Context: an optimization exercise on an open-source flow, tuned for small area, a short achievable clock period and few clock cycles per item. The choices shown serve that exercise and are no tape-out recipe.
The RTL was checked by simulation tests, not by an equivalence proof against the original design.

`flow/run.sh`:
```
#!/bin/bash
# synth_recipe.tcl (not shown) runs the flow's synth.tcl, then flattens the netlist and writes it again
# the make line also repeats each setting of config.mk as NAME=value (left out here)
make -C /OpenROAD-flow-scripts/flow DESIGN_CONFIG=/design/flow/config.mk WORK_HOME=/design/flow/orfs CLKGATE_MAP_FILE= SYNTH_SCRIPT=/design/flow/synth_recipe.tcl finish
```
`flow/config.mk`:
```
export PLATFORM = sky130hd
export DESIGN_NAME = aes_8_bit
export DESIGN_NICKNAME = aes_8_bit
export VERILOG_FILES = /design/flow/design.v
export SDC_FILE = /design/flow/constraint.sdc
export NUM_CORES = 4
export LEC_CHECK = 0
export CAP_MARGIN = 20
export CORE_MARGIN = 2
export CORE_UTILIZATION = 40
export SLEW_MARGIN = 20
```
`flow/constraint.sdc`:
```
create_clock -name core_clock -period 7.0 [get_ports {clk}]
set_input_delay 1.4000 -clock core_clock [delete_from_list [all_inputs] [get_ports {clk}]]
set_output_delay 1.4000 -clock core_clock [all_outputs]
set_load 0.01 [all_outputs]
```
`flow/design.v`:
```
module aes_8_bit (rst, clk, key_in, d_in, d_out, d_vld);
    input rst, clk;
    input [7:0] key_in;
    input [7:0] d_in;
    output [7:0] d_out;
    output reg d_vld;
    wire [3:0] round_cnt_w;
    reg input_sel, sbox_sel, last_out_sel, bit_out_sel;
    reg [7:0] rcon_en;
    reg [3:0] cnt;
    reg [7:0] round_cnt;
    reg [2:0] state;
    wire [7:0] rk_delayed_out, rk_last_out;
    reg [1:0] c3;
    wire pld;
    reg [7:0] mc_en_reg;
    reg pld_reg;
    wire [7:0] mc_en;
    reg [7:0] d_out;
    wire [7:0] d_out_w;
    always @ (posedge clk)
    begin
        d_out <= d_out_w;
    end
    assign pld = pld_reg;
    assign mc_en = mc_en_reg;
    assign round_cnt_w = round_cnt[7:4];
    key_expansion key (key_in, rk_delayed_out, round_cnt_w, rk_last_out, clk, input_sel, sbox_sel, last_out_sel, bit_out_sel, rcon_en);
    aes_data_path data_path (d_in, d_out_w, pld, c3, clk, mc_en, rk_delayed_out, rk_last_out);
    parameter load = 3'h0;  
    parameter b1st = 3'h1;  
    parameter b2nd = 3'h2;  
    parameter b3rd = 3'h3;  
    parameter norm = 3'h4;  
    parameter shif = 3'h5;  
    always @ (posedge clk)
    begin
        if (rst == 1'b1)
        begin
            state <= load;
            cnt <= 4'h0;
        end
        else
        begin
            case (state)
                load: 
                begin
                    cnt <= cnt + 4'h1;
                    if (cnt == 4'hf)
                    begin
                        state <= b1st;
                        cnt <= 4'h0;
                    end
                end
                b1st:
                begin
                    state <= b2nd;
                    cnt <= 4'h0;
                end
                b2nd:
                begin
                    cnt <= cnt + 4'h1;
                    if (cnt == 4'h1)
                    begin
                        state <= b3rd;
                        cnt <= 4'h0;
                    end
                end
                b3rd:
                begin
                    state <= norm;
                    cnt <= 4'h0;
                end
                norm: 
                begin
                    cnt <= cnt + 4'h1;
                    if(cnt == 4'h7)
                    begin
                        state <= shif;
                        cnt <= 4'h0;
                    end
                end
                shif:
                begin
                    cnt <= cnt + 4'h1;
                    if(cnt == 4'h3)
                    begin
                        state <= b1st;
                        cnt <= 4'h0;
                    end
                end
            endcase
        end
    end
    always @ (*)
    begin
        case(state)
            load: 
            begin
                input_sel <= 1'b0;
                sbox_sel <= 1'b1;
                last_out_sel <= 1'b0;
                bit_out_sel <= 1'b0;
                rcon_en <= 8'h00;
            end
            b1st:
            begin
                input_sel <= 1'b1;
                sbox_sel <= 1'b1;
                last_out_sel <= 1'b0;
                bit_out_sel <= 1'b1;
                rcon_en <= 8'hFF;
            end
            b2nd:
            begin
                input_sel <= 1'b1;
                sbox_sel <= 1'b1;
                last_out_sel <= 1'b0;
                bit_out_sel <= 1'b1;
                rcon_en <= 8'h00;
            end
            b3rd:
            begin
                input_sel <= 1'b1;
                sbox_sel <= 1'b0;
                last_out_sel <= 1'b0;
                bit_out_sel <= 1'b1;
                rcon_en <= 8'h00;
            end
            norm:
            begin
                input_sel <= 1'b1;
                sbox_sel <= 1'b0;
                last_out_sel <= 1'b1;
                bit_out_sel <= 1'b1;
                rcon_en <= 8'h00;
            end
            shif:
            begin
                input_sel <= 1'b1;
                sbox_sel <= 1'b0;
                last_out_sel <= 1'b1;
                bit_out_sel <= 1'b0;
                rcon_en <= 8'h00;
            end
            default: 
            begin
                input_sel <= 1'b0;
                sbox_sel <= 1'b1;
                last_out_sel <= 1'b0;
                bit_out_sel <= 1'b0;
                rcon_en <= 8'h00;
            end
        endcase
    end
    always @ (posedge clk)
    begin
        if (rst == 1'b1 || cnt == 4'hf || round_cnt_w == 4'ha)
        begin
            round_cnt <= 6'h00;
        end
        else
        begin
            round_cnt <= round_cnt + 6'h01;
        end
    end
    always @ (posedge clk)
    begin
        if (state == load) 
        begin
            c3 <= 2'h3;
        end
        else
        begin
            case (round_cnt[3:0])
                4'h0: c3 <= 2'h2;
                4'h1: c3 <= 2'h1;
                4'h2: c3 <= 2'h0;
                4'h3: c3 <= 2'h3;
                4'h4: c3 <= 2'h2;
                4'h5: c3 <= 2'h1;
                4'h6: c3 <= 2'h1;
                4'h7: c3 <= 2'h3;
                4'h8: c3 <= 2'h2;
                4'h9: c3 <= 2'h3;
                4'hA: c3 <= 2'h2;
                4'hB: c3 <= 2'h3;
                4'hC: c3 <= 2'h3;
                4'hD: c3 <= 2'h3;
                4'hE: c3 <= 2'h3;
                4'hF: c3 <= 2'h3;
            endcase
        end
    end
    always @ (posedge clk)
    begin
        if (round_cnt[1:0] == 2'b11)
        begin
            mc_en_reg <= 8'h00;
        end
        else
        begin
            mc_en_reg <= 8'hFF;
        end
    end
    always @ (posedge clk)
    begin
        if (state == load)
        begin
            pld_reg <= 1'b0;
        end
        else
        begin
            if (round_cnt[1:0] == 2'b11)
            begin
                pld_reg <= 1'b1;
            end
            else
            begin
                pld_reg <= 1'b0;
            end
        end
    end
    always @(posedge clk)
    begin
        if (rst == 1'b1)
        begin
            d_vld <= 1'b0;
        end
        else
        begin
            if (round_cnt == 8'h90)
            begin
                d_vld <= 1'b1;
            end
        end
    end
endmodule
module aes_data_path(d_in, d_out, pld, c3, clk, mc_en, rk_delayed_out, rk_last_out);
    input [7:0] d_in;
    output [7:0] d_out;
    input pld;
    input [1:0] c3;
    input clk;
    input [7:0] mc_en;
    input [7:0] rk_delayed_out, rk_last_out;
    wire [7:0] sr_in, sr_out, s_out, mc_out0, mc_out1, mc_out2, mc_out3, sbox_o;
    wire [31:0] pdin;
    assign pdin = {mc_out0, mc_out1, mc_out2, mc_out3};
    assign sr_in = rk_delayed_out ^ s_out;
    assign d_out = sbox_o ^ rk_last_out;
    byte_permutation SR (sr_in, sr_out, c3, clk);
    ps_conv PS (d_in, s_out, pdin, pld, clk);
    mixcolumn_8 MC (sbox_o, mc_en, mc_out0, mc_out1, mc_out2, mc_out3, clk);
    bSbox SB (sr_out, sbox_o);
endmodule
module byte_permutation (din, dout, c3, clk);
    input [7:0] din;
    output [7:0] dout;
    input [1:0] c3;
    input clk;
    wire c0, c1, c2;
    wire [7:0] mux0_o, mux1_o, mux2_o;
    reg [7:0] reg12, reg11, reg10, reg9, reg8, reg7, reg6, reg5, reg4, reg3, reg2, reg1;
    assign c0 = ~ (c3[1] | c3[0]);
    assign c1 = ~ (c3[1] | (~ c3[0])); 
    assign c2 = ~ ((~ c3[1]) | c3[0]);
    mux2_1 mux0 (reg1, din, mux0_o, c0);
    mux2_1 mux1 (reg1, reg9, mux1_o, c1);
    mux2_1 mux2 (reg1, reg5, mux2_o, c2);
    mux4_1 mux3 (din, reg9, reg5, reg1, dout, c3);
    always @ (posedge clk)
    begin
        reg12 <= mux0_o;
        reg11 <= reg12;
        reg10 <= reg11;
        reg9  <= reg10;
        reg8  <= mux1_o;
        reg7  <= reg8;
        reg6  <= reg7;
        reg5  <= reg6;
        reg4  <= mux2_o;
        reg3  <= reg4;
        reg2  <= reg3;
        reg1  <= reg2;
    end
endmodule
module key_expansion(key_in, rk_delayed_out, round_cnt, rk_last_out, clk, input_sel, sbox_sel, last_out_sel, bit_out_sel, rcon_en);
    input [7:0] key_in;
    output [7:0] rk_delayed_out;
    output [7:0] rk_last_out;
    input [3:0] round_cnt;
    input clk;
    input input_sel, sbox_sel, last_out_sel, bit_out_sel; 
    input [7:0] rcon_en;
    reg [7:0] r15, r14, r13, r12, r11, r10, r9, r8, r7, r6, r5, r4, r3, r2, r1, r0, r_redun;
    wire [7:0] rcon_sbox_o, sbox_o, rcon_o, sbox_in, mux_in_o, mux_bit_o, rcon_num;
    function [7:0] rcon;
      input [3:0] x;
        casex (x)
          4'b0000: rcon = 8'h01;
          4'b0001: rcon = 8'h02;
          4'b0010: rcon = 8'h04;
          4'b0011: rcon = 8'h08;
          4'b0100: rcon = 8'h10;
          4'b0101: rcon = 8'h20;
          4'b0110: rcon = 8'h40;
          4'b0111: rcon = 8'h80;
          4'b1000: rcon = 8'h1b;
          4'b1001: rcon = 8'h36;
          default: rcon = 8'h01;
        endcase
    endfunction
    assign rcon_num = rcon(round_cnt);
    assign rcon_sbox_o = sbox_o ^ rcon_o;
    assign rcon_o = rcon_en & rcon_num;
    assign rk_delayed_out = r12;
    mux2_1 mux_in (rk_last_out, key_in, mux_in_o, input_sel);
    mux2_1 mux_sbox (r13, r_redun, sbox_in, sbox_sel); 
    mux2_1 mux_bit ((r4 ^ rk_last_out), r4, mux_bit_o, bit_out_sel); 
    mux2_1 mux_last_out (r0, ( r0 ^ rcon_sbox_o),  rk_last_out, last_out_sel);
    bSbox sbox (sbox_in, sbox_o);
    always @ (posedge clk)
    begin
        r15 <= mux_in_o;
        r14 <= r15;
        r13 <= r14;
        r12 <= r13;
        r11 <= r12;
        r10 <= r11;
        r9 <= r10;
        r8 <= r9;
        r7 <= r8;
        r6 <= r7;
        r5 <= r6;
        r4 <= r5;
        r3 <= mux_bit_o;
        r2 <= r3;
        r1 <= r2;
        r0 <= r1;
    end
    always @ (posedge clk)
    begin
        if (rcon_en == 8'hff)
        begin
            r_redun <= r12;
        end
    end 
endmodule
module mixcolumn_8 (din, en, dout0, dout1, dout2, dout3, clk);
    input [7:0] din;
    input [7:0] en;
    output [7:0] dout0, dout1, dout2, dout3;
    input clk;
    reg [7:0] reg0, reg1, reg2, reg3;
    wire [7:0] din02, din03;
    assign din02 = {din[6:4], din[3] ^ din[7], din[2] ^ din[7] , din[1], din[0] ^ din[7], din[7]};
    assign din03 = {din[7] ^ din[6], din[6] ^ din[5], din[5] ^ din[4], din[4] ^ din[3] ^ din[7], din[3] ^ din[2] ^ din[7] , din[2] ^ din[1], din[1] ^ din[0] ^ din[7], din[0] ^ din[7]};
    always @ (posedge clk)
    begin
        reg0 <= din ^ (reg1 & en);
        reg1 <= din ^ (reg2 & en);
        reg2 <= din03 ^ (reg3 & en);
        reg3 <= din02 ^ (reg0 & en);
    end
    assign dout0 = reg0;
    assign dout1 = reg1;
    assign dout2 = reg2;
    assign dout3 = reg3;
endmodule
module mux2_1(In1, In2, Out, sel);
    input [7:0] In1, In2;
    output [7:0] Out;
    input sel;
    assign Out = sel ? In1 : In2;
endmodule
module mux4_1(In1, In2, In3, In4, Out, sel);
    input [7:0] In1, In2, In3, In4;
    output [7:0] Out;
    input [1:0] sel;
    reg [7:0] Out_reg;
    assign Out = Out_reg;
    always@(*)
    begin
        case(sel)
            2'b00: Out_reg = In1;
            2'b01: Out_reg = In2;
            2'b10: Out_reg = In3;
            default: Out_reg = In4;
        endcase
    end
endmodule
module ps_conv(din, dout, pdin, pld, clk);
    input [7:0] din;
    output [7:0] dout; 
    input [31:0] pdin;  
    input pld;  
    input clk;
    reg [7:0] reg3, reg2, reg1, reg0;
    wire [7:0] mux1_o, mux2_o, mux3_o;
    mux2_1 mux0 (pdin[31:24], reg0, dout, pld);
    mux2_1 mux1 (pdin[23:16], reg1, mux1_o, pld);
    mux2_1 mux2 (pdin[15: 8], reg2, mux2_o, pld);
    mux2_1 mux3 (pdin[ 7: 0], reg3, mux3_o, pld);
    always @ (posedge clk)
    begin
        reg3 <= din;
        reg2 <= mux3_o;
        reg1 <= mux2_o;
        reg0 <= mux1_o;
    end
endmodule
module GF_SQ_2 ( A, Q );
    input [1:0] A;
    output [1:0] Q;
    assign Q = { A[0], A[1] };
endmodule
module GF_MULS_2 ( A, ab, B, cd, Y );
    input [1:0] A;
    input ab;
    input [1:0] B;
    input cd;
    output [1:0] Y;
    wire abcd, p, q;
    assign abcd = ~(ab & cd);  
    assign p = (~(A[1] & B[1])) ^ abcd;
    assign q = (~(A[0] & B[0])) ^ abcd;
    assign Y = { p, q };
endmodule
module GF_MULS_SCL_2 ( A, ab, B, cd, Y );
    input [1:0] A;
    input ab;
    input [1:0] B;
    input cd;
    output [1:0] Y;
    wire t, p, q;
    assign t = ~(A[0] & B[0]);  
    assign p = (~(ab & cd)) ^ t;
    assign q = (~(A[1] & B[1])) ^ t;
    assign Y = { p, q };
endmodule
module GF_INV_4 ( X, Y );
input [3:0] X;
output [3:0] Y;
    wire [1:0] a, b, c, d, p, q;
    wire sa, sb, sd;  
    assign a = X[3:2];
    assign b = X[1:0];
    assign sa = a[1] ^ a[0];
    assign sb = b[1] ^ b[0];
    assign c = {  
    ~(a[1] | b[1]) ^ (~(sa & sb)) ,
    ~(sa | sb) ^ (~(a[0] & b[0])) };
    GF_SQ_2 dinv( c, d);
    assign sd = d[1] ^ d[0];
    GF_MULS_2 pmul(d, sd, b, sb, p);
    GF_MULS_2 qmul(d, sd, a, sa, q);
    assign Y = { p, q };
endmodule
module GF_MULS_4 ( A, a1, Al, Ah, aa, B, b1, Bl, Bh, bb, Q );
    input [3:0] A;
    input [1:0] a1;
    input Al;
    input Ah;
    input aa;
    input [3:0] B;
    input [1:0] b1;
    input Bl;
    input Bh;
    input bb;
    output [3:0] Q;
    wire [1:0] ph, pl, p;
    GF_MULS_2 himul(A[3:2], Ah, B[3:2], Bh, ph);
    GF_MULS_2 lomul(A[1:0], Al, B[1:0], Bl, pl);
    GF_MULS_SCL_2 summul( a1, aa, b1, bb, p);
    assign Q = { (ph ^ p), (pl ^ p) };
endmodule
module GF_INV_8 ( X, Y );
    input [7:0] X;
    output [7:0] Y;
    wire [3:0] a, b, c, d, p, q;
    wire [1:0] sa, sb, sd;  
    wire al, ah, aa, bl, bh, bb, dl, dh, dd;  
    wire c1, c2, c3;  
    assign a = X[7:4];
    assign b = X[3:0];
    assign sa = a[3:2] ^ a[1:0];
    assign sb = b[3:2] ^ b[1:0];
    assign al = a[1] ^ a[0];
    assign ah = a[3] ^ a[2];
    assign aa = sa[1] ^ sa[0];
    assign bl = b[1] ^ b[0];
    assign bh = b[3] ^ b[2];
    assign bb = sb[1] ^ sb[0];
    assign c1 = ~(ah & bh);
    assign c2 = ~(sa[0] & sb[0]);
    assign c3 = ~(aa & bb);
    assign c = { 
    (~(sa[0] | sb[0]) ^ (~(a[3] & b[3]))) ^ c1 ^ c3 ,
    (~(sa[1] | sb[1]) ^ (~(a[2] & b[2]))) ^ c1 ^ c2 ,
    (~(al | bl) ^ (~(a[1] & b[1]))) ^ c2 ^ c3 ,
    (~(a[0] | b[0]) ^ (~(al & bl))) ^ (~(sa[1] & sb[1])) ^ c2 };
    GF_INV_4 dinv( c, d);
    assign sd = d[3:2] ^ d[1:0];
    assign dl = d[1] ^ d[0];
    assign dh = d[3] ^ d[2];
    assign dd = sd[1] ^ sd[0];
    GF_MULS_4 pmul(d, sd, dl, dh, dd, b, sb, bl, bh, bb, p);
    GF_MULS_4 qmul(d, sd, dl, dh, dd, a, sa, al, ah, aa, q);
    assign Y = { p, q };
endmodule
module bSbox ( A, Q );
    input [7:0] A;
    output [7:0] Q;
    wire [7:0] B, C;
    wire R1, R2, R3, R4, R5, R6, R7, R8, R9;
    wire T1, T2, T3, T4, T5, T6, T7, T8, T9;
    assign R1 = A[7] ^ A[5] ;
    assign R2 = A[7] ^ A[4] ;
    assign R3 = A[6] ^ A[0] ;
    assign R4 = A[5] ^ R3 ;
    assign R5 = A[4] ^ R4 ;
    assign R6 = A[3] ^ A[0] ;
    assign R7 = A[2] ^ R1 ;
    assign R8 = A[1] ^ R3 ;
    assign R9 = A[3] ^ R8 ;
    assign B[7] = R7 ^ R8 ;
    assign B[6] = R5 ;
    assign B[5] = A[1] ^ R4 ;
    assign B[4] = R1 ^ R3 ;
    assign B[3] = A[1] ^ R2 ^ R6 ;
    assign B[2] = A[0] ;
    assign B[1] = R4 ;
    assign B[0] = A[2] ^ R9 ;
    GF_INV_8 inv( B, C );
    assign T1 = C[7] ^ C[3] ;
    assign T2 = C[6] ^ C[4] ;
    assign T3 = C[6] ^ C[0] ;
    assign T4 = C[5] ^ C[3] ;
    assign T5 = C[5] ^ T1 ;
    assign T6 = C[5] ^ C[1] ;
    assign T7 = C[4] ^ T6 ;
    assign T8 = C[2] ^ T4 ;
    assign T9 = C[1] ^ T2 ;
    assign Q[7] = T4 ;
    assign Q[6] = ~T1 ;
    assign Q[5] = ~T3 ;
    assign Q[4] = T5 ;
    assign Q[3] = T2 ^ T5 ;
    assign Q[2] = T3 ^ T8 ;
    assign Q[1] = ~T7 ;
    assign Q[0] = ~T9 ;
endmodule
```
==> out/metrics.yaml <==
status:
  status: "timing/DRC/antenna clean"
synth:
  synth-seq-cells: 332
  async_reset_ff_share_pct: 0
  synthCells: 1238
  avgSynthCellArea_um2: 10.7
  synth_nets: 1262
  synth.cell_area_um2: 13200
  yosysUniqueCellTypes: 88
  yosysWarnings: 6
  yosys-top-cells-area: "dfxtp_1 (49%), xnor2_1 (7.2%), mux2_2 (3.9%)"
  yosys.area.top_type_share_pct: 49.1
  yosysSeqAreaShare_pct: 50.9
  synth-edff-count: 8
  synth_flop_cell: "dfxtp_1"
  synth_top_area_cell: "dfxtp_1"
drt:
  wl_per_cell_um: 16.6
  drt_iter0_markers: 537
  drt_pass1_iterations: 8
  dr_total_vias: 8956
  via_per_inst: 5.09
  drcViolationCount: 0
  ant_nets: 0
  drt_wl_total_um: 29200
worst_setup_path:
  path_depth: 23
  cp_cell_sequence: "nand2_1 > a21boi_0 > a21oi_2 > xnor2_4 > xnor2_1 > inv_1 > ha_1 > xnor2_1 > xnor3_1 > or3_1 > nand3_1 > xnor2_1 > buf_4 > nor4_1 > or2_1 > a2111oi_0 > buf_4 > xnor2_1 > xnor3_1 > xor3_1 > or3_1 > and2_1 > xnor2_1"
  cp_common_cell: "xnor2_1"
  crit_arrival_ps: 6860
  cp-start-kind: "flop"
  cp_top_family: "XOR/XNOR gates"
  end_kind: "flop"
  required_ps: 7400
  worstPathMaxFanout: 19
  crit_slowest_cell: "dfxtp_1"
  crit_path_max_incr_delay_ps: 540
  path_buf_inv: 3
  path_class: "flop to flop"
  r2r_cells: 23
clock_tree:
  cts_made_buffers: 34
  cts_max_level: 2
  clkSlewWorstSetupHoldPaths_ps: 60
  clock_latency_ps: 520
  cts_tree: "built"
  cts_buffer_depth: 3
  clockRootBuffer: "clkbuf_16"
  clock_sinks: 332
placed_design:
  port_buffers: 26
  post-dp-hpwl_um: 21300
  place_congestion: 0.901
  pre_cts_slack_ps: 400
  dpl_cell_area_um2: 14100
die:
  die_w_um: 186
  fp.coreArea_um2: 32500
  pin_count: 27
  dieHeight_um: 186
  die-area_um2: 34500
  rows: 66
  start_util_pct: 40.6
timing:
  finalSetupViolCount: 0
  finalCriticalPeriod_ps: 6460
  post-route-period-util_pct: 92.3
  finalHoldViolCount: 0
  worst_pin_slew_ps: 879
  skew_ps: 21.6
  max_freq_ghz: 0.155
  setup_ws_ps: 538
  drv_slew: 0
  relSlewSlack_pct: 41.1
min_path:
  min_path_cells: 0
  holdCritPathClass: "flop to flop"
final_layout:
  finalInstanceArea_um2: 15400
  insertedDiodeCount: 0
  drive_above_1_share_pct: 14.9
  nets: 1319
  area_growth_pct: 16.4
  final_cell_mix: "dfxtp_1 (323), nand2_1 (112), xnor2_1 (108), nor2_1 (88), a21oi_1 (51)"
  final_common_cell: "dfxtp_1"
job:
  maxCapViolCount: 0
grt:
  track_usage_pct: 17.2
  overflow: 0
  grt_max_degree: 33
  antenna_found_initial: 0
  grt_pass1_vias: 8660
  grt_pass1_wl_um: 46500
-- worst paths after layout --
kind | slack [ps] | end | start
setup reg to reg | 540 | d_out[2] | state[2]
setup / recovery | 540 | d_out[2] | state[2]
hold reg to reg | 310 | key.r9[2] | key.r10[2]
hold / removal | 310 | key.r9[2] | key.r10[2]
-- cells in the mapped netlist, types with 8 or more instances --
cell	instances
edfxtp_1	8
o21ai_0	43
and3_1	16
xnor3_1	13
a31oi_1	14
mux2i_1	29
mux2_2	46
dfxtp_1	324
a221oi_1	9
buf_2	15
nor2_1	88
clkbuf_1	33
nand3_1	34
and2_1	14
xnor2_1	109
o22ai_1	8
a211oi_1	8
nand2_1	112
nand4_1	8
o211ai_1	13
inv_1	12
a21oi_1	52
xor2_1	46
nor3_1	20
-- through the flow --
stage / util [%] / hold slack (ps) / setup TNS [ps] / cells
final: 47.3 / 306 / 0 / 1761
after global routing: 47.3 / 324 / -0.571 / 1761
after CTS: 47.2 / 303 / 0 / 1760
after detailed placement: 43.5 / 312 / 0 / 1700
after global placement: 43.5 / 310 / 0 / 1700
after floorplan: - / 310 / 0 / 1238
-- kinds of logic (layout without fill, tap and decap cells) --
family | after synthesis | after routing | synth area share [%]
flip-flops | 332 | 332 | 50.9
buffers and inverters | 64 | 145 | 2.04
adder cells (fa/ha/maj) | 6 | 6 | 0.568
multiplexers | 76 | 76 | 6.22
AO/OA/AOI/OAI | 236 | 236 | 12.9
XOR/XNOR | 189 | 189 | 15.6
AND/OR/NAND/NOR | 335 | 335 | 11.8
-- worst register-to-register path, stage by stage, from the launching register on --
cell and delay [ps]:
dfxtp_1 540, nand2_1 200, a21boi_0 400, a21oi_2 140
xnor2_4 380, xnor2_1 240, inv_1 140, ha_1 320
xnor2_1 270, xnor3_1 330, or3_1 330, nand3_1 180
xnor2_1 140, buf_4 250, nor4_1 80, or2_1 300
a2111oi_0 430, buf_4 200, xnor2_1 120, xnor3_1 290
xor3_1 400, or3_1 330, and2_1 200, xnor2_1 130
-- metal layers --
layer / share of wire, % / GRT usage (%)
met5: 0 / 0
met4: 3.4 / 6.65
met3: 3.7 / 2.58
met2: 47 / 29.1
met1: 46 / 22.0
-- cell type report --
| type | count | area (µm²) |
|---|---|---|
| inverter | 13 | 48.8 |
| clock buffer | 47 | 1020 |
| fill | 3075 | 17200 |
| clock inverter | 13 | 176 |
| multi-input combinational | 842 | 6250 |
| tap | 442 | 553 |
| timing repair buffer | 72 | 606 |
| sequential | 332 | 6730 |
-- what timing repair did --
item,in CTS,in global routing
hold buffers,0,0
setup buffers,0,1
setup endpoints to repair,0,19
resized for setup,0,6
Testbench counts, summed over its fixed seeds: cycles 90,624, blocks 512.

-- re-timing with driven ports --
In the flow no input, the clock included, has a driving cell. The finished layout below was timed again as built, in two steps. Step 1 assumes that a clkbuf_16 drives the clock port and a buf_2 every other input. Step 2 times the ports against the registers' clock, not the clock port: input delays grow and output delays shrink by t, the midpoint of the rising clock arrivals with the driver on. Slacks: ideal / step 1 / step 2; pairs: ideal / step 1.
t, ns: 0.557
setup WS [ns]: 0.538 / 0.538 / 0.538
slew at the worst register clock pin (ns): 0.06 / 0.06
worst slew at a driven data input, ns: 0.04
After both steps setup and hold are still met in this run. For this run, drivers alone change the setup slack by 0.000 ns; drivers and shift together by 0.000 ns.
